This is an optimization exercise on Yosys and OpenROAD, whose aim is small area, not a production implementation.
In this exercise RTL edits were held to simulation tests only and were not proved equivalent to the original.
Power figures rest on the tool's default switching activity, not on a simulated workload.

Setup of job 496:
==> flow/design.v <==
module MIPSProcessor (
    input    wire               clk, rst,
    output   wire    [31:0]     imem_addr,
    input    wire    [31:0]     imem_rdata,
    output   wire    [31:0]     dmem_addr,
    output   wire    [31:0]     dmem_wdata,
    output   wire               dmem_we,
    input    wire    [31:0]     dmem_rdata
);
reg  [4:0] phase;
reg        clr;         
reg  [1:0] pidx;        
wire       last;
wire p0  = (phase == 5'd0);
wire p2  = (phase == 5'd2);
wire p31 = (phase == 5'd31);
always @(posedge clk or negedge rst) begin
    if (!rst) begin
        phase <= 5'd0;
        clr   <= 1'b1;
        pidx  <= 2'd0;
    end else begin
        phase <= phase + 5'd1;
        if (p31) begin
            clr  <= 1'b0;
            pidx <= (clr | last) ? 2'd0 : pidx + 2'd1;
        end
    end
end
wire [31:0] I   = imem_rdata;
wire [5:0]  op  = I[31:26];
wire [5:0]  fn  = I[5:0];
wire [4:0]  rs  = I[25:21];
wire [4:0]  rt  = I[20:16];
wire [4:0]  rd  = I[15:11];
wire isR    = (op == 6'b000000);
wire isMul  = isR & (fn == 6'b011100);
wire isSlt  = isR & (fn == 6'b101010);
wire isSub  = isR & (fn == 6'b100010);
wire isAddi = (op == 6'b001000);
wire isLw   = (op == 6'b100011);
wire isSw   = (op == 6'b101011);
wire isBeq  = (op == 6'b000100);
wire isJ    = (op == 6'b000010);
reg  [31:2] pc;
reg  [31:0] addr;       
reg  [31:0] wd;         
reg         ncarry;     
reg         acarry;     
reg         eqf;        
reg  [10:0] mb;         
reg  [3:0]  mc;         
wire [31:0] f0;         
assign f0[0] = 1'b0;
wire        rsbit = f0[rs];
wire        rtbit = f0[rt];
wire        wr;
wire [4:0]  wa;
wire        wbit;
genvar r;
generate
    for (r = 1; r < 32; r = r + 1) begin : g_reg
        reg [31:0] q;
        wire sel = clr | (wr & (wa == r));
        always @(posedge clk)
            q <= {sel ? wbit : q[0], q[31:1]};
        assign f0[r] = q[0];
    end
endgenerate
wire        offmode = isJ | isBeq;
wire [4:0]  k       = offmode ? phase - 5'd2 : phase;
wire [31:0] I26     = {6'b0, I[25:0]};
wire        ibit    = I26[k];
wire        offbit  = (phase >= 5'd2) & (isJ ? ibit : ((k <= 5'd15) ? ibit : I[15]));
wire        immbit  = (phase <= 5'd15) ? ibit : I[15];
wire [31:0] pcv    = {pc, 2'b00};
wire        usepc  = ~clr & ~isJ;
wire        offen  = ~clr & (isJ | (isBeq & (pidx == 2'd1)));
wire        na     = usepc & pcv[phase];
wire        nb     = offen & offbit;
wire        ncin   = (p2 & usepc) | (~p0 & ncarry);
wire        nsum   = na ^ nb ^ ncin;
wire        useimm = isAddi | isLw | isSw;
wire        binv   = isSub | isSlt;
wire        aa     = rsbit;
wire        bb     = (useimm ? immbit : rtbit) ^ binv;
wire        acin   = p0 ? binv : acarry;
wire        asum   = aa ^ bb ^ acin;
wire        eqc    = (p0 | eqf) & ~(rsbit ^ rtbit);
wire [10:0] effb, tap;
genvar m;
generate
    for (m = 0; m < 11; m = m + 1) begin : g_mul
        wire [5:0] s = 6'd11 * pidx + m;
        assign effb[m] = (phase == s) ? rtbit : mb[m];
        if (m == 0)
            assign tap[m] = (pidx == 2'd0) ? rsbit : (pidx == 2'd1) ? wd[21] : wd[10];
        else
            assign tap[m] = (pidx == 2'd0) ? wd[32-m] : (pidx == 2'd1) ? wd[21-m] : wd[10-m];
    end
endgenerate
wire [10:0] pp   = effb & tap;
wire        macc = (pidx != 2'd0) & addr[0];
wire [4:0]  mtot = macc + pp[0] + pp[1] + pp[2] + pp[3] + pp[4] + pp[5] + pp[6]
                 + pp[7] + pp[8] + pp[9] + pp[10] + (p0 ? 4'd0 : mc);
wire        msum = mtot[0];
assign last = isMul ? (pidx == 2'd2) :
              (isSlt | isLw | isSw) ? (pidx == 2'd1) :
              isBeq ? ((pidx == 2'd1) | ~eqc) :
              1'b1;
wire isAdd = isR & ~isMul & ~isSlt;
assign wr  = (pidx == 2'd0) & (isAdd | isAddi)
           | (pidx == 2'd1) & (isSlt | isLw)
           | (pidx == 2'd2) & isMul;
assign wa  = isR ? rd : rt;
assign wbit = clr   ? 1'b0 :
              isLw  ? (p0 ? dmem_rdata[0] : wd[0]) :
              isSlt ? (p0 & ~acarry) :
              isMul ? msum :
              asum;
wire ain = clr ? 1'b0 :
           (isMul & (pidx != 2'd2)) ? msum :
           ((isLw | isSw) & (pidx == 2'd0)) ? asum :
           nsum;
wire win = isMul ? ((pidx == 2'd0) ? rsbit : wd[0]) : rtbit;
wire lwload = isLw & (pidx == 2'd1) & p0;
always @(posedge clk) begin
    addr   <= {ain, addr[31:1]};
    wd[31] <= win;
    wd[30:0] <= lwload ? dmem_rdata[31:1] : wd[31:1];
    ncarry <= (na & nb) | (na & ncin) | (nb & ncin);
    acarry <= (aa & bb) | (aa & acin) | (bb & acin);
    eqf    <= eqc;
    mb     <= p31 ? 11'd0 : effb;
    mc     <= mtot[4:1];
    if (p31 & (clr | last))
        pc <= {ain, addr[31:3]};
end
assign imem_addr  = {pc, 2'b00};
assign dmem_addr  = addr;
assign dmem_wdata = wd;
assign dmem_we    = isSw & (pidx == 2'd1) & p0 & ~clr;
endmodule
clock: 12.0 ns
lec_check: 0
cap_margin: 20
core_margin: 2
core_utilization: 40
slew_margin: 20
run.sh (not shown) runs the stock make flow with config.mk's settings and CLKGATE_MAP_FILE= SYNTH_SCRIPT=/design/flow/synth_recipe.tcl, a recipe that flattens the netlist after the stock synthesis.
Job 496 ran to completion and came out clean on the timing, design-rule and antenna checks.
diff inputs: job 496 => job 7840
# job 496
export LEC_CHECK = 0
export CAP_MARGIN = 20
export CORE_MARGIN = 2
export CORE_UTILIZATION = 40
export SLEW_MARGIN = 20
create_clock -name core_clock -period 12.0 [get_ports {clk}]
# job 7840
export LEC_CHECK = 0
export ABC_AREA = 1
export CAP_MARGIN = 20
export CORE_MARGIN = 2
export CORE_UTILIZATION = 40
export CTS_CLUSTER_DIAMETER = 80
export CTS_CLUSTER_SIZE = 25
export SLEW_MARGIN = 20
create_clock -name core_clock -period 12.0 [get_ports {clk}]
Results
Minimum clock period was lower in the run labelled job 7840.
Switching share of total power (job 7840 over job 496): increase, 0.36 points
Relative to job 496, largest stage delay on the critical path has gone down in job 7840.
Changes observed in job 7840 relative to job 496: fraction of layout instances using a drive strength above 1 lost 5.4 points; count of buffers added by post-CTS timing repair for setup neither gained nor lost much; setup slack picked up an extra 660 ps; total power consumption of the routed design lost about 17%.
Looking at destination of the critical timing path, the g_reg[27].q[31] result is from job 496; the g_reg[1].q[31] one comes from job 7840.
--- input diff job 7840..job 6243 ---
# job 7840
export LEC_CHECK = 0
export ABC_AREA = 1
export CAP_MARGIN = 20
export CORE_MARGIN = 2
export CORE_UTILIZATION = 40
export CTS_CLUSTER_DIAMETER = 80
export CTS_CLUSTER_SIZE = 25
export SLEW_MARGIN = 20
create_clock -name core_clock -period 12.0 [get_ports {clk}]
# job 6243
export LEC_CHECK = 0
export CAP_MARGIN = 20
export CORE_MARGIN = 2
export CORE_UTILIZATION = 40
export CTS_BUF_LIST = sky130_fd_sc_hd__clkbuf_2 sky130_fd_sc_hd__clkbuf_4 sky130_fd_sc_hd__clkbuf_8
export SLEW_MARGIN = 20
create_clock -name core_clock -period 12.0 [get_ports {clk}]
Results
Both conditions hold for job 6243: the flow ran to the end and the final layout passed the timing, design-rule and antenna checks.
Looking at H-tree level count, job 6243 sits 2 higher than job 7840 does.
Number of diodes added for antenna fixing: job 6243 > job 7840
| minimum period implied by the final worst setup slack | job 6243 vs job 7840 | 460 ps higher |
Die: job 6243 smaller than job 7840
Taking job 7840 as the reference, in job 6243 sequential fraction of total cell area decreased 4.3 points; relative contribution of combinational cells to total power decreased 1.9 points; number of buffers added by the clock tree synthesis step increased 109; compound-cell area share of the yosys netlist decreased 0.68 points; proportion of synthesized chip area in sequential cells increased 0.51 points.
Setup changes, job 6243 to job 2530
# job 6243
export LEC_CHECK = 0
export CAP_MARGIN = 20
export CORE_MARGIN = 2
export CORE_UTILIZATION = 40
export CTS_BUF_LIST = sky130_fd_sc_hd__clkbuf_2 sky130_fd_sc_hd__clkbuf_4 sky130_fd_sc_hd__clkbuf_8
export SLEW_MARGIN = 20
create_clock -name core_clock -period 12.0 [get_ports {clk}]
# job 2530
export LEC_CHECK = 0
export CAP_MARGIN = 20
export CORE_MARGIN = 2
export CORE_UTILIZATION = 40
export CTS_CLUSTER_DIAMETER = 80
export CTS_CLUSTER_SIZE = 25
export SLEW_MARGIN = 20
create_clock -name core_clock -period 12.0 [get_ports {clk}]
## What came out
- Summary — post-detailed-route via-to-cell ratio, job 2530 relative to job 6243: higher, by about 1.4%.
- Summary of job 2530 over job 6243: clock share of power now smaller; via count now smaller.

[static timing again, ports no longer ideal]
No port has a modelled driver above. Below, the same layouts with a new extraction and two added sets of constraints.
Step 1 sets driving cells, clkbuf_16 on the clock port and buf_2 on the other inputs (assumed; they add their load-dependent delay and slew).
Step 2 times the ports against the registers' clock, not the clock port: input delays grow and output delays shrink by t, the midpoint of the rising clock arrivals with the driver on.
a / b / c = ideal / step 1 / step 2; a / b = the first two.
run	shift t [ns]	setup WS [ns]	worst setup path at the end	pins driven straight from the clock port
job 496	0.693	3.307 / 3.289 / 2.597	input to register	1
job 7840	0.669	3.967 / 3.948 / 3.278	input to register	1
job 6243	0.826	3.508 / 3.486 / 2.660	input to register	1
job 2530	0.693	3.391 / 3.374 / 2.681	input to register	1
After both steps setup and hold are still met in every run listed. For job 6243, which loses most, drivers alone change the setup slack by -0.022 ns; drivers and shift together by -0.848 ns.
